What follows belongs to an exercise in optimizing a design on an open flow for small area, a short achievable clock period and few clock cycles per item; a production flow would make more cautious choices. Where RTL was checked, it was by simulation tests only, not by an equivalence proof against the original. No functional check of the RTL was part of runs 3 to 7. Power is estimated from default activity; no workload was simulated.

$ cat flow/flow/run.sh
#!/bin/bash
# Standard layout, with plain buffers (not delay cells) on the ports, the
# timing repair aiming at 6.0 ns of setup slack, and clock tree synthesis
# without dummy loads.
# Full make output goes to standard.log here; ORFS keeps each step's log
# under orfs/logs/.
set -euo pipefail
bash standard.sh "BUFFER_PORTS_ARGS=-buffer_cell sky130_fd_sc_hd__buf_2" SETUP_SLACK_MARGIN=6.0 "CTS_ARGS=-sink_clustering_enable -repair_clock_nets -buf_list sky130_fd_sc_hd__clkbuf_8 -dont_use_dummy_load -sink_clustering_size 40 -sink_clustering_max_diameter 200" finish > standard.log 2>&1
$ cat flow/standard.sh
#!/bin/bash
# synth_recipe.tcl (not shown) runs the flow's synth.tcl, then flattens the netlist and writes it again
# the make line also repeats each setting of config.mk as NAME=value (left out here)
make -C /OpenROAD-flow-scripts/flow DESIGN_CONFIG=/design/flow/config.mk WORK_HOME=/design/flow/orfs CLKGATE_MAP_FILE= SYNTH_SCRIPT=/design/flow/synth_recipe.tcl "${@:-finish}"
$ cat flow/config.mk
export PLATFORM = sky130hd
export DESIGN_NAME = simple_ALU
export DESIGN_NICKNAME = simple_ALU
export VERILOG_FILES = /design/flow/design.v
export SDC_FILE = /design/flow/constraint.sdc
export NUM_CORES = 4
export LEC_CHECK = 0
export ABC_AREA = 1
export CAP_MARGIN = 20
export CORE_MARGIN = 2
export CORE_UTILIZATION = 40
export CTS_BUF_LIST = sky130_fd_sc_hd__clkbuf_8
export SLEW_MARGIN = 20
export TNS_END_PERCENT = 0
$ cat flow/constraint.sdc
create_clock -name core_clock -period 9.0 [get_ports {i_clk}]
set_input_delay 1.8000 -clock core_clock [delete_from_list [all_inputs] [get_ports {i_clk}]]
set_output_delay 1.8000 -clock core_clock [all_outputs]
set_load 0.01 [all_outputs]
$ cat flow/design.v
`timescale 1ns / 1ns
module simple_ALU(input i_clk,
                  input i_rst,
                  input logic  [15:0] i_memData,
                  output logic [15:0] o_memData,
                  output logic [15:0] o_memAddr,
                  output logic o_memWrEnable);
  localparam logic [1:0] S_FETCH = 2'd0,
                         S_DEC   = 2'd1,
                         S_RD1   = 2'd2,
                         S_RD2   = 2'd3;
  logic [1:0]  state;
  logic [5:0]  rd;         
  logic [5:0]  rs;         
  logic [5:0]  pcn;        
  logic        selRd, selRs, selPc;   
  logic [15:0] wdata;      
  logic        we;         
  logic        first;      
  logic        stale;      
  logic        twoRd;      
  logic        sameRd;     
  logic [15:0] breg;       
  logic        opAdd, opAnd, opOr, opXor, opSh;
  logic        cin;        
  logic        left;       
  logic        arith;      
  wire  [5:0]  addr = ({6{selRd}} & rd) | ({6{selRs}} & rs) | ({6{selPc}} & pcn);
  assign o_memAddr     = {10'd0, addr};
  assign o_memData     = wdata;
  assign o_memWrEnable = we;
  wire [15:0] x = i_memData;
  wire [15:0] y = breg;
  wire [16:0] sum = {x, 1'b1} + {y, cin};
  wire [15:0] xin;
  wire [15:0] u;
  genvar gi;
  generate
    for (gi = 0; gi < 16; gi++) begin : g_rev
      assign xin[gi] = left ? x[15-gi] : x[gi];
      assign u[gi]   = left ? sw[15-gi] : sw[gi];
    end
  endgenerate
  wire        fill = arith & x[15];
  wire [31:0] sww  = {{16{fill}}, xin} >> y[3:0];
  wire [15:0] sw   = sww[15:0];
  wire        big  = |y[15:4];
  wire [15:0] alu = ({16{opAdd}} & sum[16:1])
                  | ({16{opAnd}} & (x & y))
                  | ({16{opOr}}  & (x | y))
                  | ({16{opXor}} & (x ^ y))
                  | ({16{opSh & ~big}} & u)
                  | ({16{arith & big}} & {16{x[15]}});
  wire [15:0] ins   = i_memData;
  wire [2:0]  dFn   = ins[14:12];
  wire [5:0]  dRd   = ins[11:6];
  wire [5:0]  dRs   = ins[5:0];
  wire        dImm  = ins[15];
  wire        aK    = we & (dRd == rd);
  wire        bK    = dImm | (we & (dRs == rd));
  wire        dShift = (dFn == 3'd2) | (dFn == 3'd3) | (dFn == 3'd4);
  wire        dComm  = (dFn == 3'd0) | (dFn[2] & (dFn[1:0] != 2'd0));
  wire        dSub   = (dFn == 3'd1);
  wire        same  = ~aK & ~bK & (dRd == dRs) & ~dShift;
  wire        bOnly = aK & ~bK & dComm;
  wire        two   = ~bK & ~same & ~bOnly;      
  wire        none  = aK & bK;
  wire        inDec = (state == S_DEC);
  wire        bLoad = inDec ? ~stale : (state == S_RD2) & twoRd;
  wire [15:0] bSrc  = inDec ? (dImm ? {10'd0, dRs} : wdata) : i_memData;
  wire [15:0] bNew  = bSrc ^ {16{inDec ? dSub : cin}};
  always_ff @(posedge i_clk) begin
    if (i_rst) begin
      state <= S_FETCH;
      selRd <= 1'b0;
      selRs <= 1'b0;
      selPc <= 1'b1;
      pcn   <= 6'd0;
      we    <= 1'b0;
      first <= 1'b1;
      stale <= 1'b0;
    end else begin
      case (state)
        S_FETCH: begin
          we    <= ~first;
          first <= 1'b0;
          {selRd, selRs, selPc} <= 3'b100;
          pcn   <= pcn + 6'd1;
          stale <= ~first & (rd == pcn);
          state <= S_DEC;
        end
        S_DEC: begin
          we    <= 1'b0;
          if (stale) begin
            stale <= 1'b0;
          end else if (two) begin
            {selRd, selRs, selPc} <= 3'b010;
            state <= S_RD1;
          end else if (none) begin
            {selRd, selRs, selPc} <= 3'b001;
            state <= S_FETCH;
          end else begin
            {selRd, selRs, selPc} <= {~bOnly, bOnly, 1'b0};
            state <= S_RD2;
          end
        end
        S_RD1: begin
          {selRd, selRs, selPc} <= 3'b100;
          state <= S_RD2;
        end
        default: begin   
          {selRd, selRs, selPc} <= 3'b001;
          state <= S_FETCH;
        end
      endcase
    end
  end
  always_ff @(posedge i_clk) wdata <= alu;
  always_ff @(posedge i_clk) rs <= dRs;
  always_ff @(posedge i_clk) begin
    if (bLoad) breg <= bNew;
    case (state)
      S_DEC: begin
        if (!stale) begin
          rd     <= dRd;
          twoRd  <= two;
          sameRd <= same;
          cin    <= dSub;
          opAdd  <= (dFn[2:1] == 2'd0);
          opAnd  <= (dFn == 3'd5);
          opOr   <= (dFn == 3'd6);
          opXor  <= (dFn == 3'd7);
          opSh   <= dShift;
          left   <= (dFn == 3'd4);
          arith  <= (dFn == 3'd2);
        end
      end
      S_RD2: begin
        if (sameRd) begin
          opAdd <= 1'b0;
          opSh  <= opAdd & ~cin;
          left  <= opAdd & ~cin;
          opAnd <= cin | opAnd | opXor;
          opXor <= 1'b0;
          cin   <= 1'b0;
          breg  <= opAnd ? 16'hFFFF : {15'd0, opAdd & ~cin};
        end
      end
      default: ;
    endcase
  end
endmodule
==> results of run 1 <==
per-layer routing:
metal,part of all wire (%),routed length (um),GRT usage (%)
met2,45,9640,41.8
met4,1.9,397,7.32
met1,44,9420,36.6
met3,8.6,1830,5.31
met5,0,0,0
stage by stage:
step	worst slack [ns]	hold slack, ns	cell area [um2]	utilization (%)
floorplan	5.91	0.463	6090	-
global placement	5.40	0.490	6290	43.4
detailed placement	5.38	0.493	6290	43.4
CTS	5.98	0.509	6520	45.0
global route	5.85	0.517	6560	45.3
finish	5.95	0.504	6560	45.3
layout make-up:
cell class	instances	area, um2	area share, %
multi-input cells	750	4030	61.4
flip-flops and latches	68	1520	23.2
inverters	103	389	5.94
repair buffers	45	263	4.01
well taps	184	230	3.51
clock buffers	9	124	1.89
critical path, cell delays in order:
cell	delay (ns)
buf_2	0.18
nand2_1	0.15
inv_1	0.14
nand2_1	0.39
inv_2	0.21
nor3_1	0.33
nand2_1	0.09
placed cells by master, fill, tap and decap left out, types with 17 or more instances in the layout:
cell type and n:
nand2_1 269, nand3_1 188, a31oi_1 17, inv_1 83, nor2_1 56, buf_2 30
a21oi_1 36, o21ai_0 32, dfxtp_1 51, ha_1 20
worst paths after layout:
path / start / to / slack, ns
max: i_memData[15] / wdata[0]$_DFF_P_ / 5.95
min: first$_SDFFE_PP1P_ / first$_SDFFE_PP1P_ / 0.50
max reg2reg: breg[2]$_DFF_P_ / wdata[7]$_DFF_P_ / 6.04
min reg2reg: first$_SDFFE_PP1P_ / first$_SDFFE_PP1P_ / 0.50
state kept, by name (all words and copies together), names as in the netlist, 2 cells and up:
| register | cells |
|---|---|
| rd | 6 |
| rs | 6 |
| wdata | 16 |
| pcn | 6 |
| breg | 16 |
| state | 2 |
synthesized netlist by cell type (all sizes together):
| cell | n | area (um2) |
|---|---|---|
| o211a | 2 | 20.0 |
| a22oi | 1 | 7.51 |
| o2111ai | 1 | 8.76 |
| fa | 1 | 20.0 |
| o221ai | 3 | 26.3 |
| nand3b | 4 | 30.0 |
| clkinv | 4 | 15.0 |
| o211ai | 9 | 67.6 |
| xnor2 | 16 | 140 |
| and2 | 2 | 12.5 |
| dfxtp | 52 | 1040 |
| o22ai | 3 | 18.8 |
| ha | 34 | 425 |
| clkbuf | 17 | 65.1 |
| inv | 99 | 372 |
| nand3 | 188 | 941 |
| nor4 | 4 | 25.0 |
| o21ai | 42 | 214 |
| nor3 | 14 | 70.1 |
| xor2 | 4 | 35.0 |
| conb | 1 | 3.75 |
| a21oi | 39 | 199 |
| o21bai | 2 | 15.0 |
| a221oi | 4 | 35.0 |
| nand2 | 273 | 1030 |
| nand4 | 7 | 43.8 |
| nor2 | 62 | 243 |
| a31oi | 17 | 106 |
| buf | 28 | 169 |
| or2 | 7 | 43.8 |
| edfxtp | 16 | 480 |
what timing repair did:
action | CTS | global route
endpoints found under the hold margin | 0 | 0
pin swaps | 1 | 0
cloned | 0 | 1
gates resized for setup | 30 | 4
setup buffers | 0 | 2
setup endpoints to repair | 22 | 25
report_power, final:
part / internal [W] / switching, W
clock network: 0.0000892 / 0.000114
registers: 0.000389 / 0.000106
logic: 0.000360 / 0.000601
total: 0.000838 / 0.000821
logic make-up (layout without fill, tap and decap cells):
family	Yosys count	after routing	synth area share [%]
buffers and inverters	148	157	10.5
AND/OR/NAND/NOR	561	561	41.2
other	1	10	0.0633
XOR/XNOR	20	20	2.96
adder cells (fa/ha/maj)	35	35	7.52
AO/OA/AOI/OAI	123	124	12.1
flip-flops	68	68	25.7
==> flow_summary.toml, run 1 <==
[die]
die_area_um2 = 15800
fp.dieW_um = 126
die_h_um = 126
start_util_pct = 40.9
rows = 44
num_io_pins = 51
core_area_um2 = 14500

[cells_and_area]
fill_cells = 1583
drive_above_1_share_pct = 10.9
stdcell_count = 1159
layout.nets = 1030
areaGrowthSynthToFinish_pct = 10.7
diodes = 0

[placement]
dp_hpwl_um = 15800
place_inst = 1147
place.gp.congestion = 0.954
port_buffers = 40

[timing]
fmax_ghz = 0.328
tightest_slew_ns = 0.887
finalCritPeriodShare_pct = 33.9
period_needed_ns = 3.05
setup_viol_count_final = 0
worst_clock_skew_ns = 0.0317
grt_setup_unrepaired = "yes"
max_slew_margin_pct = 40.3
slew_viol_final = 0
final.setup.tns_ns = 0
hold_viol_final = 0

[clock_network]
clock_path_buffers = 2
cts-htree-levels = 3
postCtsHoldBufs = 0
cts_root_buffer = "clkbuf_8"
clk_pin_slew_ns = 0.09
cts.sinks = 68
tritoncts = "done"
cts_made_buffers = 9
insertion_delay_ns = 0.37

[detailed_routing]
drt_pass1_iterations = 5
wl_per_cell_um = 18.4
vias_per_cell = 5.58
drc = 0
ant_nets = 0
vias = 6463
wirelength_um = 21300
drt_iter0_drc = 661

[grt]
grt-ovfl-total = 0
grt_max_degree = 34
grt_pass1_wl_um = 32500
grt_pass1_vias = 5820
antenna_found_initial = 0
grtUsageTotal_pct = 26.4

[min_path]
holdPathStages = 2
hp-class = "flip-flop to flip-flop"

[critical_path]
cp-end-kind = "flip-flop"
ff2ff_path_depth = 11
cp-start-kind = "input pin"
critical_path_class = "input pin to flip-flop"
required_ns = 9.25
arrival_ns = 3.31
cp_max_fo = 9

[yosys]
netlist_area_um2 = 5920
ys.warnings.count = 1
yosys_register_bits = 68
yosysSeqAreaShare_pct = 25.7
syn_inst = 956
ys_types = 42
syn-mean-instance-area_um2 = 6.20

[pwr]
power_w = 0.00166
leakagePower_nw = 3.07
powerDensity_nw_per_um2 = 253
vdd_drop_max_v = 0.000108

[run]
maxCapViolCount = 0

[run_status]
outcome = "timing/DRC/antenna clean"
Testbench counts, summed over its fixed seeds: cycles 487,097, instrs 160,000.
==> inputs of run 2 (changes only) <==
==> flow/flow/run.sh (replaced) <==
#!/bin/bash
# Standard layout, with plain buffers (not delay cells) on the ports, the
# timing repair aiming at 6.0 ns of setup slack, and clock tree synthesis
# without dummy loads.
# Full make output goes to standard.log here; ORFS keeps each step's log
# under orfs/logs/.
set -euo pipefail
bash standard.sh "BUFFER_PORTS_ARGS=-buffer_cell sky130_fd_sc_hd__buf_4" SETUP_SLACK_MARGIN=6.0 "CTS_ARGS=-sink_clustering_enable -repair_clock_nets -buf_list sky130_fd_sc_hd__clkbuf_8 -dont_use_dummy_load" finish > standard.log 2>&1
==> flow_summary.toml, run 2 <==
[detailed_routing]
drt_iter0_drc = 654
drc = 0
vias = 6638
drt_pass1_iterations = 7
wl_per_cell_um = 18.4
ant_nets = 0
vias_per_cell = 5.68
wirelength_um = 21500

[critical_path]
cp-start-kind = "flip-flop"
ff2ff_path_depth = 11
r2r_start = "breg[2]$_DFF_P_"
cp-end-kind = "output port"
required_ns = 7.20
critical_path_class = "flip-flop to output port"
crit_start = "rd[3]$_DFFE_PP_"
cp_max_fo = 5
arrival_ns = 1.22

[timing]
setup_viol_count_final = 0
worst_clock_skew_ns = 0.0226
hold_viol_final = 0
period_needed_ns = 3.02
grt_setup_unrepaired = "yes"
finalCritPeriodShare_pct = 33.6
fmax_ghz = 0.331
slew_viol_final = 0
final.setup.tns_ns = 0
max_slew_margin_pct = 33.1
tightest_slew_ns = 0.999

[cells_and_area]
postLayoutCoreUtil_pct = 47.0
layout_commonest_cell = "nand2_1"
layout_common_cells = "nand2_1, nand3_1, inv_1, nor2_1, dfxtp_1"
layout.nets = 1040
drive_above_1_share_pct = 14.4
reg_top3 = "breg: 16 flops, wdata: 16 flops"
design_area_um2 = 6810
diodes = 0
areaGrowthSynthToFinish_pct = 15.0
fill_cells = 1584

[die]
rows = 44
die_area_um2 = 15800
die_h_um = 126
start_util_pct = 40.9
fp.dieW_um = 126
core_area_um2 = 14500
num_io_pins = 51

[run_status]
outcome = "timing/DRC/antenna clean"

[pwr]
leakagePower_nw = 3.15
powerDensity_nw_per_um2 = 254
vdd_drop_max_v = 0.000140
power_w = 0.00173

[yosys]
synth_common_cells = "nand2_1, nand3_1, inv_1"
async_reset_ff_share_pct = 0
synth_top_area_share_pct = 17.6
synthTopCellsByArea = "dfxtp_1, nand2_1, nand3_1"
ys_types = 42
netlist_area_um2 = 5920
synth_edf_count = 16
yosysTopAreaCell = "dfxtp_1"
yosysSeqAreaShare_pct = 25.7
yosysMostFrequentCell = "nand2_1"
syn_inst = 956
syn-mean-instance-area_um2 = 6.20
synthFlopType = "dfxtp_1"
yosys_register_bits = 68
ys.warnings.count = 1

[clock_network]
clock_path_buffers = 2
cts.sinks = 68
cts_made_buffers = 9
tritoncts = "done"
clk_pin_slew_ns = 0.09
cts_root_buffer = "clkbuf_8"
insertion_delay_ns = 0.39
cts-htree-levels = 3

[min_path]
hp-class = "flip-flop to flip-flop"
holdPathStages = 1
min_from = "pcn[4]$_SDFFE_PP0P_"

[grt]
grt-ovfl-total = 0
grt_pass1_vias = 5792
grtUsageTotal_pct = 26.5
grt_max_degree = 34
antenna_found_initial = 0
grt_pass1_wl_um = 32600

[run]
maxCapViolCount = 0

[placement]
dp_hpwl_um = 16000
placed_area_um2 = 6390
port_buffers = 40
place.gp.congestion = 0.932
[run 2: cell counts after synthesis]
No cell type changed its count.
[run 2: final cells by class]
cell class / instances / area (um2) / share of cell area, %
clock buffers: 9 / 124 / 1.82
inverters: 103 / 398 / 5.84
multi-input cells: 750 / 4100 / 60.2
flip-flops and latches: 68 / 1520 / 22.4
well taps: 184 / 230 / 3.38
repair buffers: 55 / 435 / 6.39
[run 2: cell families after synthesis]
group | Yosys count | share of synthesized area (%)
flip-flops | 68 | 25.7
other | 1 | 0.0633
AO/OA/AOI/OAI | 123 | 12.1
XOR/XNOR | 20 | 2.96
adder cells (fa/ha/maj) | 35 | 7.52
buffers and inverters | 148 | 10.5
AND/OR/NAND/NOR | 561 | 41.2
[run 2: critical path, cell delays in order, from the launching register on]
cell	delay (ns)
edfxtp_1	0.51
nand2_1	0.12
o211ai_1	0.08
buf_4	0.15
[run 2: path summary, 6_finish.rpt]
kind | endpoint | slack (ns)
max | o_memAddr[3] | 5.98
min | pcn[4]$_SDFFE_PP0P_ | 0.51
max reg2reg | wdata[7]$_DFF_P_ | 6.17
min reg2reg | pcn[4]$_SDFFE_PP0P_ | 0.51
[run 2: through the flow]
stage / instances / hold WS, ns / setup WS [ns]
after floorplan: 965 / 0.463 / 5.91
after global placement: 1147 / 0.490 / 5.50
after detailed placement: 1147 / 0.497 / 5.51
after CTS: 1156 / 0.509 / 5.93
after global routing: 1169 / 0.519 / 5.91
final: 1169 / 0.509 / 5.98
[run 2: what timing repair did]
action / in CTS / in global routing
hold endpoints to repair: 0 / 0
cloned: 0 / 1
buffers inserted: 0 / 12
gates resized for setup: 6 / 53
hold buffers: 0 / 0
pin swaps: 0 / 13
setup endpoints to repair: 20 / 27
[run 2: power breakdown]
part           internal (W)  leakage (nW)  switching [W]  total [W]
registers          0.000389         0.588       0.000108   0.000496
clock network     0.0000892        0.0647       0.000117   0.000207
logic              0.000399          2.49       0.000626    0.00102
[run 2: layer usage]
layer  part of all wire [%]  up-vias  routed length, um  GRT usage (%)
li1                       -     3232                  -              -
met1                     45     3059               9780           37.0
met2                     45      299               9580           40.3
met3                    7.1       48               1530           5.01
met4                    3.0        0                637           10.5
met5                      0        -                  0              0
==> inputs of run 3 (changes only) <==
--- a/flow/design.v
+++ b/flow/design.v
@@ -64,7 +64,8 @@
   wire        same  = ~aK & ~bK & (dRd == dRs) & ~dShift;
   wire        bOnly = aK & ~bK & dComm;
   wire        two   = ~bK & ~same & ~bOnly;      
-  wire        none  = aK & bK;
+  wire        zImm  = dImm & ((dFn == 3'd3) | (dFn == 3'd4)) & (dRs[5:4] != 2'd0);
+  wire        none  = (aK & bK) | zImm;
   wire        inDec = (state == S_DEC);
   wire        bLoad = inDec ? ~stale : (state == S_RD2) & twoRd;
   wire [15:0] bSrc  = inDec ? (dImm ? {10'd0, dRs} : wdata) : i_memData;
==> flow/flow/run.sh (replaced) <==
#!/bin/bash
# Standard layout, with plain buffers (not delay cells) on the ports, the
# timing repair aiming at 6.0 ns of setup slack, and clock tree synthesis
# without dummy loads.
# Full make output goes to standard.log here; ORFS keeps each step's log
# under orfs/logs/.
set -euo pipefail
bash standard.sh "BUFFER_PORTS_ARGS=-buffer_cell sky130_fd_sc_hd__buf_2" SETUP_SLACK_MARGIN=6.0 "CTS_ARGS=-sink_clustering_enable -repair_clock_nets -buf_list sky130_fd_sc_hd__clkbuf_8 -dont_use_dummy_load" finish > standard.log 2>&1
==> flow_summary.toml, run 3 <==
[run_status]
outcome = "timing/DRC/antenna clean"

[grt]
grt_pass1_wl_um = 33800
antenna_found_initial = 0
grtUsageTotal_pct = 27.1
grt_pass1_vias = 6008
grt_max_degree = 34
grt-ovfl-total = 0

[pwr]
power_w = 0.00149
leakagePower_nw = 3.08
powerDensity_nw_per_um2 = 219
vdd_drop_max_v = 0.000118

[critical_path]
crit_end = "o_memAddr[2]"
r2r_end = "wdata[13]$_DFF_P_"
r2r_setup_slack_ns = 6.15
cp_max_fo = 3
crit_start = "rd[2]$_DFFE_PP_"
required_ns = 7.20
cp-end-kind = "output port"
cp-start-kind = "flip-flop"
r2r_start = "breg[2]$_DFF_P_"
critical_path_class = "flip-flop to output port"
ff2ff_path_depth = 11
arrival_ns = 1.18

[placement]
placed_area_um2 = 6390
port_buffers = 40
place.gp.congestion = 0.982
dp_hpwl_um = 16100
place_inst = 1140

[timing]
tightest_slew_ns = 0.875
hold_slack_ns = 0.457
finalCritPeriodShare_pct = 33.1
slew_viol_final = 0
period_needed_ns = 2.98
setup_viol_count_final = 0
max_slew_margin_pct = 41.1
grt_setup_unrepaired = "yes"
final.setup.tns_ns = 0
worst_clock_skew_ns = 0.0326
hold_viol_final = 0
fmax_ghz = 0.336

[die]
start_util_pct = 41.0
num_io_pins = 51
rows = 44
die_h_um = 126
core_area_um2 = 14600
fp.dieW_um = 126
die_area_um2 = 15900

[yosys]
synthFlopType = "dfxtp_1"
synth_common_cells = "nand2_1, nand3_1, inv_1"
syn-mean-instance-area_um2 = 6.28
yosysSeqAreaShare_pct = 25.5
async_reset_ff_share_pct = 0
yosys_register_bits = 68
netlist_area_um2 = 5970
ys.warnings.count = 1
synth_top_area_share_pct = 17.4
syn_inst = 952
synthTopCellsByArea = "dfxtp_1, nand2_1, nand3_1"
synth_edf_count = 16
yosysTopAreaCell = "dfxtp_1"
ys_types = 47
yosysMostFrequentCell = "nand2_1"

[cells_and_area]
multiInputGateArea_um2 = 4240
areaGrowthSynthToFinish_pct = 14.1
fill_cells = 1530
reg_top3 = "breg: 16 flops, wdata: 16 flops"
regArea_um2 = 1530
stdcell_count = 1161
layout.nets = 1032
layout_common_cells = "nand2_1, nand3_1, nor2_1, inv_1, dfxtp_1"
diodes = 0
design_area_um2 = 6820
drive_above_1_share_pct = 16.0
layout_commonest_cell = "nand2_1"

[run]
maxCapViolCount = 0

[clock_network]
insertion_delay_ns = 0.38
tritoncts = "done"
cts_made_buffers = 9
cts.sinks = 68
cts_root_buffer = "clkbuf_8"
clock_path_buffers = 2
postCtsHoldBufs = 0
clk_pin_slew_ns = 0.07
cts-htree-levels = 3

[detailed_routing]
drt_pass1_iterations = 5
wl_met2_um = 9670
drc = 0
top_layer_used = "met4"
met3_wirelength_um = 1600
vias_per_cell = 5.69
met1_length_um = 9850
wirelength_um = 21600
ant_nets = 0
wl_per_cell_um = 18.6
vias = 6606
drt_iter0_drc = 625

[min_path]
hp-class = "flip-flop to flip-flop"
-- run 3: cells by family (layout without fill, tap and decap cells) --
logic type | count (synthesis) | count (layout) | synth area share, %
xor+xnor | 11 | 11 | 1.61
compound gates | 147 | 147 | 14.4
other cells | 1 | 10 | 0.0628
buf+inv | 133 | 149 | 9.97
fa+ha+maj | 35 | 35 | 7.46
simple gates | 557 | 557 | 41.0
flops | 68 | 68 | 25.5
-- run 3: how the worst min path moves through the flow --
| stage | startpoint | end | slack [ns] | cells after the start |
|---|---|---|---|---|
| CTS | first$_SDFFE_PP1P_ | first$_SDFFE_PP1P_ | 0.46 | 2 |
| detailed placement | first$_SDFFE_PP1P_ | first$_SDFFE_PP1P_ | 0.44 | 2 |
| finish | first$_SDFFE_PP1P_ | first$_SDFFE_PP1P_ | 0.46 | 2 |
| floorplan | first$_SDFFE_PP1P_ | first$_SDFFE_PP1P_ | 0.42 | 2 |
| global placement | first$_SDFFE_PP1P_ | first$_SDFFE_PP1P_ | 0.44 | 2 |
| global route | first$_SDFFE_PP1P_ | first$_SDFFE_PP1P_ | 0.49 | 2 |
-- run 3: cell type report --
type                    count  share of cell area, %
multi-input cells         760                   62.1
flip-flops and latches     68                   22.4
repair buffers             54                   5.19
inverters                  86                   5.10
well taps                 184                   3.38
clock buffers               9                   1.82
-- run 3: where the power goes --
part	leakage (nW)	switching [W]	total, W	internal, W
Combinational	2.43	0.000504	0.000815	0.000311
Clock	0.0647	0.000119	0.000208	0.0000893
Sequential	0.590	0.0000960	0.000470	0.000374
-- run 3: layer usage --
metal,up-vias,track usage [%]
met5,-,0
met4,0,8.21
met3,36,4.89
met2,288,41.7
met1,3046,38.8
li1,3236,-
-- run 3: repair_timing --
action | CTS | global route
pin swaps | 2 | 9
endpoints found under the setup margin | 18 | 22
hold endpoints to repair | 0 | 0
setup buffers | 6 | 6
resized for setup | 12 | 61
-- run 3: worst max-delay path, stage by stage (launching register included) --
cell      delay [ns]
edfxtp_1        0.41
inv_1           0.09
o211ai_1        0.16
buf_2           0.15
-- run 3: metrics by stage --
stage	utilization, %	worst slack (ns)
final	46.7	6.02
after global routing	46.7	5.93
after CTS	45.1	5.94
after detailed placement	43.8	5.40
after global placement	43.8	5.41
after floorplan	-	5.98
==> inputs of run 4 (changes only) <==
--- a/flow/design.v
+++ b/flow/design.v
@@ -20,7 +20,6 @@
   logic        stale;      
   logic        twoRd;      
   logic        sameRd;     
-  logic [15:0] breg;       
   logic        opAdd, opAnd, opOr, opXor, opSh;
   logic        cin;        
   logic        left;       
@@ -30,7 +29,7 @@
   assign o_memData     = wdata;
   assign o_memWrEnable = we;
   wire [15:0] x = i_memData;
-  wire [15:0] y = breg;
+  wire [15:0] y = wdata;
   wire [16:0] sum = {x, 1'b1} + {y, cin};
   wire [15:0] xin;
   wire [15:0] u;
@@ -66,10 +65,6 @@
   wire        two   = ~bK & ~same & ~bOnly;      
   wire        zImm  = dImm & ((dFn == 3'd3) | (dFn == 3'd4)) & (dRs[5:4] != 2'd0);
   wire        none  = (aK & bK) | zImm;
-  wire        inDec = (state == S_DEC);
-  wire        bLoad = inDec ? ~stale : (state == S_RD2) & twoRd;
-  wire [15:0] bSrc  = inDec ? (dImm ? {10'd0, dRs} : wdata) : i_memData;
-  wire [15:0] bNew  = bSrc ^ {16{inDec ? dSub : cin}};
   always_ff @(posedge i_clk) begin
     if (i_rst) begin
       state <= S_FETCH;
@@ -116,10 +111,21 @@
       endcase
     end
   end
-  always_ff @(posedge i_clk) wdata <= alu;
+  always_ff @(posedge i_clk) begin
+    case (state)
+      S_FETCH: wdata <= alu;
+      S_DEC:   if (!stale) wdata <= (dImm ? {10'd0, dRs} : wdata) ^ {16{dSub}};
+      S_RD2: begin
+        if (twoRd)
+          wdata <= i_memData ^ {16{cin}};
+        else if (sameRd)
+          wdata <= opAnd ? 16'hFFFF : {15'd0, opAdd & ~cin};
+      end
+      default: ;
+    endcase
+  end
   always_ff @(posedge i_clk) rs <= dRs;
   always_ff @(posedge i_clk) begin
-    if (bLoad) breg <= bNew;
     case (state)
       S_DEC: begin
         if (!stale) begin
@@ -144,7 +150,6 @@
           opAnd <= cin | opAnd | opXor;
           opXor <= 1'b0;
           cin   <= 1'b0;
-          breg  <= opAnd ? 16'hFFFF : {15'd0, opAdd & ~cin};
         end
       end
       default: ;
==> flow_summary.toml, run 4 <==
[die]
die_area_um2 = 15400
core_area_um2 = 14000
start_util_pct = 41.2
die_h_um = 124
num_io_pins = 51
rows = 43
fp.dieW_um = 124

[cells_and_area]
largest_reg_flops = 16
postLayoutCoreUtil_pct = 46.6
areaGrowthSynthToFinish_pct = 12.9
layout_commonest_cell = "nand2_1"
fill_cells = 1502
top_register = "wdata"
diodes = 0
layout.nets = 996
drive_above_1_share_pct = 13.8
layout_common_cells = "nand2_1, nand3_1, inv_1, nor2_1, o21ai_0"

[critical_path]
slowest_stage = "a21oi_1"
arrival_ns = 3.55
required_ns = 9.25
cp-start-kind = "input pin"
cp_cell_sequence = "buf_2 > nor2_1 > ha_1 > a21oi_1 > nand4_1 > nor2_1 > nand2_1 > nand2_1 > nand3_1 > inv_2 > nand2_1 > a21oi_1"
crit_top_cell = "nand2_1"
critical_path_class = "input pin to flip-flop"
cp-end-kind = "flip-flop"
critPathMaxStageDelay_ns = 0.35
cp_max_fo = 7
ff2ff_path_depth = 14

[grt]
grt-ovfl-total = 0
grt_pass1_vias = 5916
grtUsageTotal_pct = 28.4
grt_max_degree = 34
antenna_found_initial = 0
grt_pass1_wl_um = 33200

[clock_network]
cts_root_buffer = "clkbuf_8"
cts_made_buffers = 5
tritoncts = "done"
insertion_delay_ns = 0.32
clk_pin_slew_ns = 0.09
clock_path_buffers = 2
cts-htree-levels = 2
cts.sinks = 52

[pwr]
vdd_drop_max_v = 0.0000920
powerDensity_nw_per_um2 = 182
leakagePower_nw = 2.88

[timing]
setup_viol_count_final = 0
hold_viol_final = 0
fmax_ghz = 0.303
final.setup.tns_ns = 0
grt_setup_unrepaired = "yes"
slew_viol_final = 0
worst_clock_skew_ns = 0.00838
max_slew_margin_pct = 33.5
period_needed_ns = 3.30
tightest_slew_ns = 0.993
finalCritPeriodShare_pct = 36.6

[run_status]
outcome = "timing/DRC/antenna clean"

[detailed_routing]
wirelength_um = 21500
drc = 0
vias = 6539
ant_nets = 0
drt_iter0_drc = 744
vias_per_cell = 5.84
drt_pass1_iterations = 8
wl_per_cell_um = 19.2

[yosys]
syn-mean-instance-area_um2 = 6.22
netlist_area_um2 = 5770
synth_top_area_share_pct = 17.7
syn_inst = 928
async_reset_ff_share_pct = 0
yosysSeqAreaShare_pct = 23.6
synthFlopType = "edfxtp_1"
ys_types = 43
synthTopCellsByArea = "nand3_1, edfxtp_1, nand2_1"
synth_common_cells = "nand2_1, nand3_1, inv_1"
ys.warnings.count = 1
yosysTopAreaCell = "nand3_1"
synth_edf_count = 32
yosysMostFrequentCell = "nand2_1"
yosys_register_bits = 52

[placement]
port_buffers = 40
dp_hpwl_um = 15500
place.gp.congestion = 0.961

[run]
maxCapViolCount = 0

[min_path]
holdPathStages = 2
hp-class = "flip-flop to flip-flop"
[run 4: cell count changes after synthesis, moves of 7 or more]
cell and change:
a32o_1 +10, inv_1 +7, o21ai_0 +25, a22oi_1 -8
nand3_1 +28, a31oi_1 -15, inv_2 +8, dfxtp_1 -32
clkbuf_1 +11, nand2_1 -59, edfxtp_1 +16
[run 4: critical path: cells and delay by family]
| kind | cells | cell delay [ns] |
|---|---|---|
| AND/OR/NAND/NOR | 7 | 0.82 |
| AO/OA/AOI/OAI | 2 | 0.45 |
| buffers and inverters | 2 | 0.26 |
| adder cells (fa/ha/maj) | 1 | 0.20 |
[run 4: layout make-up]
class | instances | area (um2) | area share [%]
Inverter | 97 | 373 | 5.72
Timing Repair Buffer | 53 | 375 | 5.76
Clock buffer | 5 | 68.8 | 1.06
Multi-Input combinational cell | 733 | 4110 | 63.1
Sequential cell | 52 | 1360 | 20.9
Tap cell | 180 | 225 | 3.46
[run 4: report_power, final]
group	switching [W]	total [W]	internal (W)
Combinational	0.000428	0.000684	0.000256
Sequential	0.0000769	0.000372	0.000295
Clock	0.0000817	0.000132	0.0000506
Total	0.000586	0.00119	0.000601
[run 4: what timing repair did]
item | CTS | global route
setup buffers | 9 | 0
endpoints found under the hold margin | 0 | 0
hold buffers | 0 | 0
setup endpoints to repair | 27 | 31
gates resized for setup | 66 | 5
pin swaps | 15 | 2
[run 4: path summary, 6_finish.rpt]
check                     startpoint                  to  slack, ns
setup / recovery       i_memData[13]  selRd$_SDFFE_PP0P_       5.70
hold / removal    first$_SDFFE_PP1P_  first$_SDFFE_PP1P_       0.45
setup reg to reg   cin$_SDFFCE_PP0P_  wdata[9]$_DFFE_PP_       5.92
hold reg to reg   first$_SDFFE_PP1P_  first$_SDFFE_PP1P_       0.45
[run 4: per-layer routing]
| layer | part of all wire, % | vias up | global-route usage, % |
|---|---|---|---|
| met5 | 0 | - | 0 |
| met4 | 2.6 | 0 | 9.34 |
| met3 | 9.2 | 49 | 4.76 |
| met2 | 44 | 344 | 43.2 |
| met1 | 44 | 2989 | 40.6 |
| li1 | - | 3157 | - |
[run 4: metrics by stage]
step / cell area [um2] / setup slack (ns) / power (W) / hold WS (ns) / instances
2_1_floorplan: 5950 / 5.67 / 0.000821 / 0.420 / 937
3_3_place_gp: 6100 / 5.16 / 0.000988 / 0.431 / 1106
3_5_place_dp: 6100 / 5.15 / 0.000986 / 0.434 / 1106
4_1_cts: 6500 / 5.79 / 0.00117 / 0.456 / 1120
5_1_grt: 6520 / 5.64 / 0.00128 / 0.498 / 1120
6_report: 6520 / 5.70 / 0.00119 / 0.454 / 1120
[run 4: logic make-up (layout without fill, tap and decap cells)]
logic type,count (synthesis),in the layout,synth area share (%)
other,1,10,0.0650
DFF,52,52,23.6
and+or+nand+nor,516,516,39.0
adders and majority gates,36,36,7.94
AOI/OAI and AO/OA,154,154,15.5
xor gates and xnor gates,17,17,2.58
buffers and inverters,152,155,11.3
==> inputs of run 5 (changes only) <==
--- a/flow/config.mk
+++ b/flow/config.mk
@@ -5,7 +5,6 @@
 export SDC_FILE = /design/flow/constraint.sdc
 export NUM_CORES = 4
 export LEC_CHECK = 0
-export ABC_AREA = 1
 export CAP_MARGIN = 20
 export CORE_MARGIN = 2
 export CORE_UTILIZATION = 40
==> flow_summary.toml, run 5 <==
[clock_network]
cts_root_buffer = "clkbuf_8"
cts.sinks = 52
clk_pin_slew_ns = 0.11
cts-htree-levels = 2
clock_path_buffers = 2
postCtsHoldBufs = 0
tritoncts = "done"
insertion_delay_ns = 0.32
cts_made_buffers = 5

[yosys]
synth.area.mux_share_pct = 10.8
synthTopCellsByArea = "edfxtp_1, ha_1, dfxtp_1"
ys_types = 68
synthAdderAreaFrac_pct = 7.68
yosysSeqAreaShare_pct = 22.8
yosysTopAreaCell = "edfxtp_1"
synth_top_family_by_area = "compound AO/OA/AOI/OAI gates"
yosysMostFrequentCell = "inv_1"
synth_top_area_share_pct = 16.1
ys.warnings.count = 1
synthFlopType = "edfxtp_1"
syn_inst = 726
synth_compound_area_share_pct = 24.0
synth_edf_count = 32
async_reset_ff_share_pct = 0
synth_common_cells = "inv_1, a21oi_1, nor2_1"
syn-mean-instance-area_um2 = 8.21
netlist_area_um2 = 5960
synth_simple_gate_area_share_pct = 15.8
yosys_register_bits = 52
synth_xor_area_share_pct = 9.41

[grt]
grt-ovfl-total = 0
grt_max_degree = 32
grtUsageTotal_pct = 27.6
antenna_found_initial = 0
grt_pass1_vias = 5423
grt_pass1_wl_um = 34300

[timing]
tightest_slew_ns = 0.856
setup_viol_count_final = 0
period_needed_ns = 3.77
hold_viol_final = 0
finalCritPeriodShare_pct = 41.9
fmax_ghz = 0.265
max_slew_margin_pct = 42.9
final.setup.tns_ns = 0
grt_setup_unrepaired = "yes"
slew_viol_final = 0
worst_clock_skew_ns = 0.00957

[min_path]
hp-class = "flip-flop to flip-flop"

[pwr]
internal-power_w = 0.000682
leakagePower_nw = 2.67
powerDensity_nw_per_um2 = 195
p_comb_share_pct = 60.5
clockPowerShare_pct = 10.6
vdd_drop_max_v = 0.0000908
power.switching_w = 0.000622
switching_share_pct = 47.7
pwr-share-seq_pct = 28.9

[die]
core_area_um2 = 14500
rows = 44
start_util_pct = 41.0
die_area_um2 = 15900
num_io_pins = 51
fp.dieW_um = 126
die_h_um = 126

[detailed_routing]
drt_pass1_iterations = 6
wirelength_um = 22400
vias_per_cell = 6.68
wl_per_cell_um = 24.5
drt_iter0_drc = 882
drc = 0
ant_nets = 0
vias = 6120

[critical_path]
arrival_ns = 3.86
r2r_setup_slack_ns = 5.70
cp_max_fo = 25
cp-start-kind = "input pin"
critical_path_class = "input pin to flip-flop"
critPathMaxStageDelay_ns = 0.49
slowest_stage = "mux4_2"
cp_cell_sequence = "buf_8 > mux4_2 > mux2_4 > and3_1 > or3_4 > a221o_1 > a211o_1"
required_ns = 9.08
cp-end-kind = "flip-flop"

[cells_and_area]
diodes = 0
areaGrowthSynthToFinish_pct = 11.9
top_register = "wdata"
layout_commonest_cell = "inv_1"
layout_common_cells = "inv_1, a21oi_1, nor2_1, xnor2_1, nand2_1"
postLayoutCoreUtil_pct = 45.9
layout.nets = 788
drive_above_1_share_pct = 17.3
fill_cells = 1486
largest_reg_flops = 16

[placement]
place.gp.congestion = 0.951
port_buffers = 40
dp_hpwl_um = 15800

[run]
maxCapViolCount = 0

[run_status]
outcome = "timing/DRC/antenna clean"
## run 5: cell count changes after synthesis, moves of 20 or more
cell      change
o21ai_0      -28
clkbuf_1     +20
xnor2_1      +32
nand2_1     -179
nand3_1     -185
nor2_1       -20
## run 5: path summary, 6_finish.rpt
path / start / endpoint / depth (start not counted)
setup reg to reg: wdata[1]$_DFFE_PP_ / wdata[7]$_DFFE_PP_ / 8
hold reg to reg: first$_SDFFE_PP1P_ / first$_SDFFE_PP1P_ / 2
hold / removal: first$_SDFFE_PP1P_ / first$_SDFFE_PP1P_ / 2
setup / recovery: i_memData[15] / wdata[15]$_DFFE_PP_ / 7
## run 5: layout make-up
type	instances	area (um2)	area share (%)
clock buffer	5	68.8	1.03
sequential	52	1360	20.4
inverter	66	250	3.75
multi-input combinational	548	4310	64.7
timing repair buffer	61	445	6.68
tap	184	230	3.45
## run 5: critical path: cells and delay by family
kind                   cells  cell delay (ns)
buffers and inverters      1             0.16
AOI/OAI and AO/OA          2             0.57
and+or+nand+nor            2             0.53
muxes                      2             0.79
## run 5: power by group through the flow
stage	Combinational, W	Sequential (W)	Clock [W]
2_1_floorplan	0.000508	0.000347	0
3_3_place_gp	0.000676	0.000380	0
3_5_place_dp	0.000679	0.000381	0
4_1_cts	0.000723	0.000376	0.000140
5_1_grt	0.000848	0.000382	0.000146
6_report	0.000789	0.000377	0.000138
## run 5: cell families (layout without fill, tap and decap cells)
| logic type | Yosys count | in the layout |
|---|---|---|
| xor+xnor | 64 | 64 |
| fa+ha+maj | 36 | 36 |
| mux | 40 | 40 |
| flops | 52 | 52 |
| compound gates | 209 | 209 |
| simple gates | 189 | 189 |
| buf+inv | 135 | 132 |
| other cells | 1 | 10 |
## run 5: layer usage
| layer | up-vias | routed length, um | share of wire, % | global-route usage (%) |
|---|---|---|---|---|
| met5 | - | 0 | 0 | 0 |
| met4 | 0 | 731 | 3.3 | 8.27 |
| met3 | 50 | 2510 | 11 | 3.48 |
| met2 | 437 | 9780 | 44 | 40.6 |
| met1 | 2976 | 9380 | 42 | 41.9 |
| li1 | 2657 | - | - | - |
## run 5: timing repair
action,in CTS,in global routing
pin swaps,3,8
buffers inserted,7,3
resized for setup,43,32
endpoints found under the setup margin,32,32
## run 5: stage by stage
stage,hold slack (ns),power [W],setup slack [ns],cell area [um2],cells
final,0.473,0.00130,5.23,6670,916
after detailed placement,0.460,0.00106,4.60,6230,901
after global placement,0.460,0.00106,4.63,6230,901
after global routing,0.505,0.00138,5.22,6670,916
after floorplan,0.444,0.000855,5.01,6050,735
after CTS,0.475,0.00124,5.24,6500,913
==> inputs of run 6 (changes only) <==
--- a/flow/design.v
+++ b/flow/design.v
@@ -63,8 +63,7 @@
   wire        same  = ~aK & ~bK & (dRd == dRs) & ~dShift;
   wire        bOnly = aK & ~bK & dComm;
   wire        two   = ~bK & ~same & ~bOnly;      
-  wire        zImm  = dImm & ((dFn == 3'd3) | (dFn == 3'd4)) & (dRs[5:4] != 2'd0);
-  wire        none  = (aK & bK) | zImm;
+  wire        none  = aK & bK;
   always_ff @(posedge i_clk) begin
     if (i_rst) begin
       state <= S_FETCH;
--- a/flow/config.mk
+++ b/flow/config.mk
@@ -5,6 +5,7 @@
 export SDC_FILE = /design/flow/constraint.sdc
 export NUM_CORES = 4
 export LEC_CHECK = 0
+export ABC_AREA = 1
 export CAP_MARGIN = 20
 export CORE_MARGIN = 2
 export CORE_UTILIZATION = 40
==> flow_summary.toml, run 6 <==
[cells_and_area]
fill_cells = 1479
design_area_um2 = 6590
diodes = 0
stdcell_count = 1120
layout_commonest_cell = "nand2_1"
top_register = "wdata"
layout.nets = 996
regArea_um2 = 1360
drive_above_1_share_pct = 15.1
multiInputGateArea_um2 = 4090
layout_common_cells = "nand2_1, nand3_1, inv_1, o21ai_0, nor2_1"
largest_reg_flops = 16
areaGrowthSynthToFinish_pct = 15.0

[placement]
dp_slack_ns = 4.93
placed_area_um2 = 6060
place.gp.congestion = 0.991
port_buffers = 40
dp_hpwl_um = 15000
place_inst = 1096

[detailed_routing]
vias_per_cell = 5.76
wirelength_um = 21400
drt_pass1_iterations = 6
vias = 6451
drc = 0
wl_per_cell_um = 19.1
ant_nets = 0
drt_iter0_drc = 902

[yosys]
synth_edf_count = 32
synthAdderAreaFrac_pct = 8.00
yosysTopAreaCell = "nand3_1"
synth.area.mux_share_pct = 0
yosysMostFrequentCell = "nand2_1"
yosysSeqAreaShare_pct = 23.8
yosys_register_bits = 52
syn-mean-instance-area_um2 = 6.23
synthFlopType = "edfxtp_1"
synth_xor_area_share_pct = 2.75
netlist_area_um2 = 5720
synth_simple_gate_area_share_pct = 38.8
synthTopCellsByArea = "nand3_1, edfxtp_1, nand2_1"
ys_types = 41
synth_top_family_by_area = "simple AND/OR/NAND/NOR gates"
ys.warnings.count = 1
async_reset_ff_share_pct = 0
synth_compound_area_share_pct = 15.4
synth_common_cells = "nand2_1, nand3_1, inv_1"
synth_top_area_share_pct = 16.9
syn_inst = 919

[clock_network]
insertion_delay_ns = 0.33
tritoncts = "done"
cts_root_buffer = "clkbuf_8"
postCtsHoldBufs = 0
cts.sinks = 52
cts_made_buffers = 5
cts-htree-levels = 2
clock_path_buffers = 2
clk_pin_slew_ns = 0.11

[timing]
grt_setup_unrepaired = "yes"
fin_ws_ns = 5.73
slew_viol_final = 0
final.setup.tns_ns = 0
max_slew_margin_pct = 32.9
worst_clock_skew_ns = 0.0199
tightest_slew_ns = 0.997
setup_viol_count_final = 0
period_needed_ns = 3.27
hold_viol_final = 0
fmax_ghz = 0.306
finalCritPeriodShare_pct = 36.3

[die]
rows = 43
die_h_um = 124
die_area_um2 = 15300
num_io_pins = 51
fp.dieW_um = 124
start_util_pct = 41.1
core_area_um2 = 13900

[pwr]
powerDensity_nw_per_um2 = 182
leakagePower_nw = 2.88
vdd_drop_max_v = 0.0000786

[grt]
antenna_found_initial = 0
grtUsageTotal_pct = 28.6
grt_pass1_vias = 5900
grt_pass1_wl_um = 33000
grt-ovfl-total = 0
grt_max_degree = 34

[critical_path]
r2r_end = "wdata[12]$_DFFE_PP_"
cp-end-kind = "flip-flop"
arrival_ns = 3.34
ff2ff_path_depth = 13
critical_path_class = "input pin to flip-flop"
r2r_setup_slack_ns = 5.86
cp_max_fo = 9
r2r_start = "wdata[1]$_DFFE_PP_"
cp-start-kind = "input pin"
required_ns = 9.07

[min_path]
min_from = "first$_SDFFE_PP1P_"
hp-class = "flip-flop to flip-flop"
whs_endpoint = "first$_SDFFE_PP1P_"
holdPathStages = 2

[run_status]
outcome = "timing/DRC/antenna clean"

[run]
maxCapViolCount = 0
==> run 6: final cells by class <==
| class | instances | share of cell area (%) |
|---|---|---|
| Multi-Input combinational cell | 728 | 62.2 |
| Tap cell | 180 | 3.42 |
| Sequential cell | 52 | 20.7 |
| Inverter | 93 | 5.74 |
| Clock buffer | 5 | 1.05 |
| Timing Repair Buffer | 62 | 6.95 |
==> run 6: per-stage QoR <==
stage,util (%),hold WS (ns),total power [W]
3_3_place_gp,43.5,0.471,0.000987
6_report,47.3,0.489,0.00120
4_1_cts,46.3,0.499,0.00117
2_1_floorplan,-,0.451,0.000823
3_5_place_dp,43.5,0.482,0.000987
5_1_grt,47.3,0.515,0.00130
==> run 6: worst max path at each step <==
stage,slack (ns),from,cells after the start,end
2_1_floorplan,5.71,i_memData[0],14,wdata[9]$_DFFE_PP_
3_3_place_gp,4.97,i_memData[14],8,wdata[15]$_DFFE_PP_
3_5_place_dp,4.93,i_memData[14],8,wdata[15]$_DFFE_PP_
4_1_cts,5.76,i_memData[0],17,wdata[11]$_DFFE_PP_
5_1_grt,5.63,i_memData[0],14,wdata[12]$_DFFE_PP_
6_report,5.73,i_memData[9],13,wdata[12]$_DFFE_PP_
==> run 6: critical path: stages <==
cell      delay (ns)
buf_4           0.17
inv_1           0.13
ha_4            0.29
a21oi_1         0.20
o21bai_1        0.11
a21oi_2         0.15
nand3_1         0.09
nand2_1         0.06
nor2_1          0.05
nor2_1          0.08
nand2_1         0.05
nand2_1         0.10
nand2_1         0.06
==> run 6: where the power goes <==
part,internal (W),switching (W)
clock,0.0000506,0.0000818
combinational,0.000264,0.000432
sequential,0.000295,0.0000771
==> run 6: routing by layer <==
| layer | GRT usage [%] | wire, um | up-vias |
|---|---|---|---|
| met2 | 44.8 | 9350 | 296 |
| li1 | - | - | 3140 |
| met1 | 39.6 | 9320 | 2967 |
| met4 | 12.1 | 806 | 0 |
| met3 | 3.71 | 1890 | 48 |
| met5 | 0 | 0 | - |
==> run 6: repair_timing <==
item	CTS	global route
resized for setup	61	23
pin swaps	10	23
setup endpoints to repair	23	33
gates cloned	0	0
setup buffers	13	6
==> run 6: kinds of logic (layout without fill, tap and decap cells) <==
family / after synthesis / in the layout
AOI/OAI and AO/OA: 153 / 153
xor gates and xnor gates: 18 / 18
and+or+nand+nor: 511 / 511
DFF: 52 / 52
other: 1 / 10
adders and majority gates: 36 / 36
buffers and inverters: 148 / 160
==> inputs of run 7 (changes only) <==
--- a/flow/design.v
+++ b/flow/design.v
@@ -63,7 +63,8 @@
   wire        same  = ~aK & ~bK & (dRd == dRs) & ~dShift;
   wire        bOnly = aK & ~bK & dComm;
   wire        two   = ~bK & ~same & ~bOnly;      
-  wire        none  = aK & bK;
+  wire        zImm  = dImm & ((dFn == 3'd3) | (dFn == 3'd4)) & (dRs[5:4] != 2'd0);
+  wire        none  = (aK & bK) | zImm;
   always_ff @(posedge i_clk) begin
     if (i_rst) begin
       state <= S_FETCH;
==> flow/flow/run.sh (replaced) <==
#!/bin/bash
# Standard layout, with plain buffers (not delay cells) on the ports, the
# timing repair aiming at 5.8 ns of setup slack, and clock tree synthesis
# without dummy loads.
# Full make output goes to standard.log here; ORFS keeps each step's log
# under orfs/logs/.
set -euo pipefail
bash standard.sh "BUFFER_PORTS_ARGS=-buffer_cell sky130_fd_sc_hd__buf_2" SETUP_SLACK_MARGIN=5.8 "CTS_ARGS=-sink_clustering_enable -repair_clock_nets -buf_list sky130_fd_sc_hd__clkbuf_8 -dont_use_dummy_load" finish > standard.log 2>&1
==> flow_summary.toml, run 7 <==
[clock_network]
cts_made_buffers = 5
cts.sinks = 52
insertion_delay_ns = 0.31
cts-htree-levels = 2
tritoncts = "done"
clk_pin_slew_ns = 0.09
cts_root_buffer = "clkbuf_8"
clock_path_buffers = 2

[pwr]
pwr-share-seq_pct = 31.2
clockPowerShare_pct = 11.1
internal-power_w = 0.000603
vdd_drop_max_v = 0.0000912
p_comb_share_pct = 57.8
powerDensity_nw_per_um2 = 182
switching_share_pct = 49.4
leakagePower_nw = 2.88
power.switching_w = 0.000587

[placement]
port_buffers = 40
place.gp.congestion = 0.961
dp_hpwl_um = 15500
place_inst = 1106
dp_slack_ns = 5.15

[min_path]
holdPathStages = 2
min_from = "first$_SDFFE_PP1P_"
hp-class = "flip-flop to flip-flop"
whs_endpoint = "first$_SDFFE_PP1P_"

[critical_path]
arrival_ns = 3.56
path_delay_family = "simple AND/OR/NAND/NOR gates"
ff2ff_path_depth = 14
required_ns = 9.25
critPathMaxStageDelay_ns = 0.36
cp-end-kind = "flip-flop"
critical_path_class = "input pin to flip-flop"
crit_buf_inv = 2
cp-start-kind = "input pin"
cp_cell_sequence = "buf_2 > nor2_1 > ha_1 > a21oi_1 > nand4_1 > nor2_1 > nand2_1 > nand2_1 > nand3_1 > inv_2 > nand2_1 > a21oi_1"
crit_top_cell = "nand2_1"
slowest_stage = "a21oi_1"
r2r_end = "wdata[13]$_DFFE_PP_"
r2r_start = "cin$_SDFFCE_PP0P_"
cp_max_fo = 7
r2r_setup_slack_ns = 5.95

[grt]
grt-ovfl-total = 0
grt_max_degree = 34
grt_pass1_vias = 5836
antenna_found_initial = 0
grtUsageTotal_pct = 28.1
grt_pass1_wl_um = 32900

[timing]
setup_viol_count_final = 0
fmax_ghz = 0.302
fin_ws_ns = 5.69
slew_viol_final = 0
hold_viol_final = 0
tightest_slew_ns = 0.993
grt_setup_unrepaired = "yes"
period_needed_ns = 3.31
final.setup.tns_ns = 0
worst_clock_skew_ns = 0.00667
max_slew_margin_pct = 33.5
finalCritPeriodShare_pct = 36.7

[run]
maxCapViolCount = 0

[yosys]
synthAdderAreaFrac_pct = 7.94
synth_xor_area_share_pct = 2.58
synthTopCellsByArea = "nand3_1, edfxtp_1, nand2_1"
synth_compound_area_share_pct = 15.5
syn-mean-instance-area_um2 = 6.22
synth_top_area_share_pct = 17.7
synth.area.mux_share_pct = 0
netlist_area_um2 = 5770
yosys_register_bits = 52
synth_top_family_by_area = "simple AND/OR/NAND/NOR gates"
ys.warnings.count = 1
syn_inst = 928
synth_common_cells = "nand2_1, nand3_1, inv_1"
synth_edf_count = 32
yosysMostFrequentCell = "nand2_1"
synthFlopType = "edfxtp_1"
async_reset_ff_share_pct = 0
yosysTopAreaCell = "nand3_1"
synth_simple_gate_area_share_pct = 39.0
yosysSeqAreaShare_pct = 23.6
ys_types = 43

[cells_and_area]
areaGrowthSynthToFinish_pct = 13.3
largest_reg_flops = 16
layout_commonest_cell = "nand2_1"
layout.nets = 996
top_register = "wdata"
diodes = 0
layout_common_cells = "nand2_1, nand3_1, inv_1, nor2_1, o21ai_0"
drive_above_1_share_pct = 14.5
stdcell_count = 1120

[detailed_routing]
vias = 6570
ant_nets = 0
vias_per_cell = 5.87
wl_per_cell_um = 19.0
wirelength_um = 21300
drt_iter0_drc = 747
drc = 0
drt_pass1_iterations = 5

[die]
die_area_um2 = 15400
start_util_pct = 41.2
fp.dieW_um = 124
core_area_um2 = 14000
rows = 43
die_h_um = 124
num_io_pins = 51

[run_status]
outcome = "timing/DRC/antenna clean"
[run 7: changes by cell type in the layout (fill, tap and decap cells not counted), moves of 4 or more]
cell	delta
clkinvlp_4	-5
buf_4	-14
nand2_2	+4
inv_1	+6
nand2_1	-12
nand4_1	-4
inv_2	+4
nand3_1	+11
nor2_1	+10
nor3_1	-4
[run 7: worst max-delay path by stage]
stage / startpoint / slack (ns) / end / depth (start not counted)
6_report: i_memData[13] / 5.69 / selRd$_SDFFE_PP0P_ / 12
4_1_cts: i_memData[13] / 5.69 / wdata[0]$_DFFE_PP_ / 9
5_1_grt: i_memData[0] / 5.65 / wdata[11]$_DFFE_PP_ / 17
3_3_place_gp: i_memData[0] / 5.16 / wdata[15]$_DFFE_PP_ / 15
2_1_floorplan: i_memData[0] / 5.67 / wdata[13]$_DFFE_PP_ / 14
3_5_place_dp: i_memData[0] / 5.15 / wdata[15]$_DFFE_PP_ / 15
[run 7: power by group through the flow]
| stage | clock [W] | combinational [W] | sequential (W) |
|---|---|---|---|
| after floorplan | 0 | 0.000482 | 0.000338 |
| after global placement | 0 | 0.000613 | 0.000374 |
| after detailed placement | 0 | 0.000613 | 0.000373 |
| after CTS | 0.000134 | 0.000629 | 0.000367 |
| after global routing | 0.000144 | 0.000767 | 0.000376 |
| final | 0.000132 | 0.000687 | 0.000371 |
[run 7: repair_timing]
action,CTS,global route
cloned,0,0
pin swaps,0,18
hold buffers,0,0
endpoints found under the setup margin,18,19
setup buffers,2,7
resized for setup,26,52
[run 7: cell families after synthesis]
logic type	Yosys count
AND/OR/NAND/NOR	516
XOR/XNOR	17
AO/OA/AOI/OAI	154
buffers and inverters	152
adder cells (fa/ha/maj)	36
flip-flops	52
other	1
[run 7: metrics by stage]
step	total power, W	cell area (um2)	hold WS (ns)	utilization, %
6_report	0.00119	6540	0.454	46.7
5_1_grt	0.00129	6540	0.498	46.7
4_1_cts	0.00113	6270	0.456	44.8
3_5_place_dp	0.000986	6100	0.434	43.6
3_3_place_gp	0.000988	6100	0.431	43.6
2_1_floorplan	0.000821	5950	0.420	-
[run 7: worst reg2reg max path, stage by stage, from the launching register on]
cell	delay [ns]
edfxtp_1	0.90
clkinv_2	0.50
fa_2	0.49
inv_2	0.08
nand3_2	0.08
nand2_4	0.11
nand3_4	0.07
nand2_4	0.10
nand2_2	0.07
a21oi_2	0.11
nor2_1	0.05
nor2_1	0.09
nand2_1	0.05
nand2_1	0.06
nand2_1	0.06
[run 7: area by class of cell]
type	instances	area (um2)
fillers	1498	7450
clock buffers	5	68.8
well taps	180	225
flip-flops and latches	52	1360
inverters	97	373
multi-input cells	733	4140
repair buffers	53	372
[run 7: per-layer routing]
layer	vias up	wire [um]	global-route usage (%)
met3	63	2010	5.08
li1	3161	-	-
met5	-	0	0
met1	3004	9510	40.6
met2	342	9090	42.0
met4	0	716	9.62
==> inputs of run 8 (changes only) <==
--- a/flow/design.v
+++ b/flow/design.v
@@ -20,6 +20,7 @@
   logic        stale;      
   logic        twoRd;      
   logic        sameRd;     
+  logic [15:0] breg;       
   logic        opAdd, opAnd, opOr, opXor, opSh;
   logic        cin;        
   logic        left;       
@@ -29,7 +30,7 @@
   assign o_memData     = wdata;
   assign o_memWrEnable = we;
   wire [15:0] x = i_memData;
-  wire [15:0] y = wdata;
+  wire [15:0] y = breg;
   wire [16:0] sum = {x, 1'b1} + {y, cin};
   wire [15:0] xin;
   wire [15:0] u;
@@ -63,8 +64,11 @@
   wire        same  = ~aK & ~bK & (dRd == dRs) & ~dShift;
   wire        bOnly = aK & ~bK & dComm;
   wire        two   = ~bK & ~same & ~bOnly;      
-  wire        zImm  = dImm & ((dFn == 3'd3) | (dFn == 3'd4)) & (dRs[5:4] != 2'd0);
-  wire        none  = (aK & bK) | zImm;
+  wire        none  = aK & bK;
+  wire        inDec = (state == S_DEC);
+  wire        bLoad = inDec ? ~stale : (state == S_RD2) & twoRd;
+  wire [15:0] bSrc  = inDec ? (dImm ? {10'd0, dRs} : wdata) : i_memData;
+  wire [15:0] bNew  = bSrc ^ {16{inDec ? dSub : cin}};
   always_ff @(posedge i_clk) begin
     if (i_rst) begin
       state <= S_FETCH;
@@ -111,21 +115,10 @@
       endcase
     end
   end
-  always_ff @(posedge i_clk) begin
-    case (state)
-      S_FETCH: wdata <= alu;
-      S_DEC:   if (!stale) wdata <= (dImm ? {10'd0, dRs} : wdata) ^ {16{dSub}};
-      S_RD2: begin
-        if (twoRd)
-          wdata <= i_memData ^ {16{cin}};
-        else if (sameRd)
-          wdata <= opAnd ? 16'hFFFF : {15'd0, opAdd & ~cin};
-      end
-      default: ;
-    endcase
-  end
+  always_ff @(posedge i_clk) wdata <= alu;
   always_ff @(posedge i_clk) rs <= dRs;
   always_ff @(posedge i_clk) begin
+    if (bLoad) breg <= bNew;
     case (state)
       S_DEC: begin
         if (!stale) begin
@@ -150,6 +143,7 @@
           opAnd <= cin | opAnd | opXor;
           opXor <= 1'b0;
           cin   <= 1'b0;
+          breg  <= opAnd ? 16'hFFFF : {15'd0, opAdd & ~cin};
         end
       end
       default: ;
==> flow/flow/run.sh (replaced) <==
#!/bin/bash
# Standard layout, with plain buffers (not delay cells) on the ports, the
# timing repair aiming at 6.0 ns of setup slack, and clock tree synthesis
# without dummy loads.
# Full make output goes to standard.log here; ORFS keeps each step's log
# under orfs/logs/.
set -euo pipefail
bash standard.sh "BUFFER_PORTS_ARGS=-buffer_cell sky130_fd_sc_hd__buf_2" SETUP_SLACK_MARGIN=6.0 "CTS_ARGS=-sink_clustering_enable -repair_clock_nets -buf_list sky130_fd_sc_hd__clkbuf_16 -dont_use_dummy_load" finish > standard.log 2>&1
==> flow_summary.toml, run 8 <==
[run_status]
outcome = "timing/DRC/antenna clean"

[cells_and_area]
layout_common_cells = "nand2_1, nand3_1, inv_1, nor2_1, dfxtp_1"
drive_above_1_share_pct = 13.0
stdcell_count = 1162
layout_commonest_cell = "nand2_1"
layout.nets = 1033
diodes = 0
areaGrowthSynthToFinish_pct = 14.3
reg_top3 = "breg: 16 flops, wdata: 16 flops"
fill_cells = 1544

[yosys]
yosysSeqAreaShare_pct = 25.7
synth_compound_area_share_pct = 12.1
synth.area.mux_share_pct = 0
yosysTopAreaCell = "dfxtp_1"
synth_common_cells = "nand2_1, nand3_1, inv_1"
netlist_area_um2 = 5920
synthTopCellsByArea = "dfxtp_1, nand2_1, nand3_1"
syn_inst = 956
synth_xor_area_share_pct = 2.96
synthFlopType = "dfxtp_1"
yosys_register_bits = 68
synth_top_area_share_pct = 17.6
ys.warnings.count = 1
yosysMostFrequentCell = "nand2_1"
async_reset_ff_share_pct = 0
synth_top_family_by_area = "simple AND/OR/NAND/NOR gates"
ys_types = 42
synth_simple_gate_area_share_pct = 41.2
synth_edf_count = 16
synthAdderAreaFrac_pct = 7.52
syn-mean-instance-area_um2 = 6.20

[placement]
place_inst = 1147
port_buffers = 40
place.gp.congestion = 0.954
dp_hpwl_um = 15800

[critical_path]
critical_path_class = "input pin to flip-flop"
crit_start = "i_memData[15]"
arrival_ns = 3.33
crit_end = "wdata[0]$_DFF_P_"
crit_top_cell = "nand2_1"
cp_max_fo = 9
path_delay_family = "simple AND/OR/NAND/NOR gates"
r2r_end = "wdata[12]$_DFF_P_"
slowest_stage = "nand2_1"
cp-start-kind = "input pin"
cp_cell_sequence = "buf_2 > nand2_1 > inv_1 > nand2_1 > inv_2 > nor3_1 > nand2_1"
crit_buf_inv = 3
cp-end-kind = "flip-flop"
critical_path_depth = 7
required_ns = 9.23
r2r_start = "breg[3]$_DFF_P_"
ff2ff_path_depth = 10
r2r_setup_slack_ns = 6.18
critPathMaxStageDelay_ns = 0.41

[die]
die_h_um = 126
rows = 44
die_area_um2 = 15800
start_util_pct = 40.9
num_io_pins = 51
core_area_um2 = 14500
fp.dieW_um = 126

[detailed_routing]
drc = 0
wirelength_um = 21500
wl_per_cell_um = 18.5
drt_pass1_iterations = 5
vias = 6519
vias_per_cell = 5.61
drt_iter0_drc = 642
ant_nets = 0

[timing]
finalCritPeriodShare_pct = 34.5
setup_viol_count_final = 0
fmax_ghz = 0.322
slew_viol_final = 0
final.setup.tns_ns = 0
grt_setup_unrepaired = "yes"
hold_viol_final = 0
period_needed_ns = 3.10
worst_clock_skew_ns = 0.0192
tightest_slew_ns = 0.900
max_slew_margin_pct = 39.3

[clock_network]
cts_made_buffers = 9
tritoncts = "done"
insertion_delay_ns = 0.34
cts-htree-levels = 3
cts.sinks = 68
cts_root_buffer = "clkbuf_16"
clock_path_buffers = 2
clk_pin_slew_ns = 0.06

[grt]
grtUsageTotal_pct = 26.7
grt_max_degree = 34
grt_pass1_vias = 5893
antenna_found_initial = 0
grt_pass1_wl_um = 32900
grt-ovfl-total = 0

[pwr]
powerDensity_nw_per_um2 = 264
vdd_drop_max_v = 0.000112
leakagePower_nw = 3.13

[run]
maxCapViolCount = 0

[min_path]
hp-class = "flip-flop to flip-flop"
min_from = "first$_SDFFE_PP1P_"
-- run 8: logic make-up after synthesis --
| logic type | Yosys count |
|---|---|
| and+or+nand+nor | 561 |
| buffers and inverters | 148 |
| AOI/OAI and AO/OA | 123 |
| DFF | 68 |
| adders and majority gates | 35 |
| xor gates and xnor gates | 20 |
| other | 1 |
-- run 8: worst min path at each step --
stage                                      to  cells past startpoint  slack, ns
after floorplan           pcn[4]$_SDFFE_PP0P_                      1       0.46
after global placement    pcn[4]$_SDFFE_PP0P_                      1       0.49
after detailed placement  pcn[4]$_SDFFE_PP0P_                      1       0.49
after CTS                 pcn[4]$_SDFFE_PP0P_                      1       0.50
after global routing      pcn[4]$_SDFFE_PP0P_                      1       0.51
final                      first$_SDFFE_PP1P_                      2       0.50
-- run 8: area by class of cell --
type / instances / area [um2] / area share (%)
Sequential cell: 68 / 1520 / 22.5
Tap cell: 184 / 230 / 3.40
Clock buffer: 9 / 225 / 3.33
Multi-Input combinational cell: 750 / 4070 / 60.2
Timing Repair Buffer: 48 / 320 / 4.73
Inverter: 103 / 399 / 5.90
-- run 8: per-stage QoR --
stage / setup WS [ns] / instance area (um2) / utilization, % / power, W / hold WS [ns]
floorplan: 5.91 / 6090 / - / 0.00116 / 0.463
global placement: 5.40 / 6290 / 43.4 / 0.00141 / 0.490
detailed placement: 5.38 / 6290 / 43.4 / 0.00141 / 0.493
CTS: 5.95 / 6640 / 45.9 / 0.00175 / 0.505
global route: 5.91 / 6770 / 46.7 / 0.00192 / 0.513
finish: 5.90 / 6770 / 46.7 / 0.00178 / 0.501
-- run 8: worst register-to-register path: stages, from the launching register on --
cell and delay [ns]:
dfxtp_1 0.67, clkinv_1 0.66, ha_4 0.53, nand2_1 0.11, nand3b_1 0.17, nand2_1 0.11
nand2_1 0.09, a21oi_1 0.16, nor2_1 0.07, nor2_1 0.09, nand2_1 0.05
-- run 8: what timing repair did --
item	in CTS	in global routing
cloned	1	0
setup buffers	2	3
endpoints found under the setup margin	20	23
pin swaps	2	4
resized for setup	30	39
hold buffers	0	0
-- run 8: routing by layer --
metal | part of all wire, % | global-route usage (%) | wire length [um]
met3 | 8.8 | 5.18 | 1880
met5 | 0 | 0 | 0
met4 | 1.8 | 8.04 | 391
met2 | 45 | 42.1 | 9770
met1 | 44 | 37.3 | 9460
-- run 8: where the power goes --
group	total (W)	internal, W	switching [W]
Sequential	0.000497	0.000389	0.000107
Combinational	0.000986	0.000373	0.000613
Clock	0.000301	0.000175	0.000126
Total	0.00178	0.000937	0.000846
Testbench counts of run 8, summed over its fixed seeds: cycles 487,097, instrs 160,000.

-- static timing again, ports no longer ideal --
Ports are ideal in the flow. The routed layouts listed here were re-timed in OpenROAD. Step 1, drivers: a clkbuf_16 drives i_clk and a buf_2 each remaining input, both assumed. Step 2 adds t to the input delays and takes it off the output delays; t is the mean of the earliest and latest rising clock arrival at the registers after step 1. Input paths then give back, and output paths get back, about the clock's delay inside the block. a / b / c = no drivers / after step 1 / after step 2; a / b = the first two.
run | t, ns | setup slack, ns | worst hold slack (ns) | clock arrival spread, ns | worst slew at a driven data input, ns
run 1 | 0.387 | 5.947 / 5.958 / 5.571 | 0.504 / 0.504 / 0.504 | 0.032 / 0.032 | 0.03
run 2 | 0.413 | 5.976 / 5.936 / 5.614 | 0.509 / 0.509 / 0.509 | 0.023 / 0.023 | 0.05
run 3 | 0.395 | 6.024 / 5.989 / 5.643 | 0.457 / 0.457 / 0.457 | 0.033 / 0.034 | 0.07
run 4 | 0.344 | 5.704 / 5.712 / 5.368 | 0.454 / 0.454 / 0.454 | 0.010 / 0.010 | 0.07
run 5 | 0.352 | 5.226 / 5.224 / 4.872 | 0.473 / 0.473 / 0.473 | 0.010 / 0.010 | 0.05
run 6 | 0.352 | 5.731 / 5.714 / 5.366 | 0.489 / 0.489 / 0.489 | 0.020 / 0.020 | 0.07
run 7 | 0.343 | 5.694 / 5.703 / 5.360 | 0.454 / 0.454 / 0.454 | 0.008 / 0.008 | 0.07
run 8 | 0.372 | 5.897 / 5.914 / 5.542 | 0.501 / 0.501 / 0.501 | 0.021 / 0.021 | 0.04
After both steps every run listed still meets setup and hold. For run 3, which loses most, drivers alone change the setup slack by -0.035 ns; drivers and shift together by -0.381 ns.
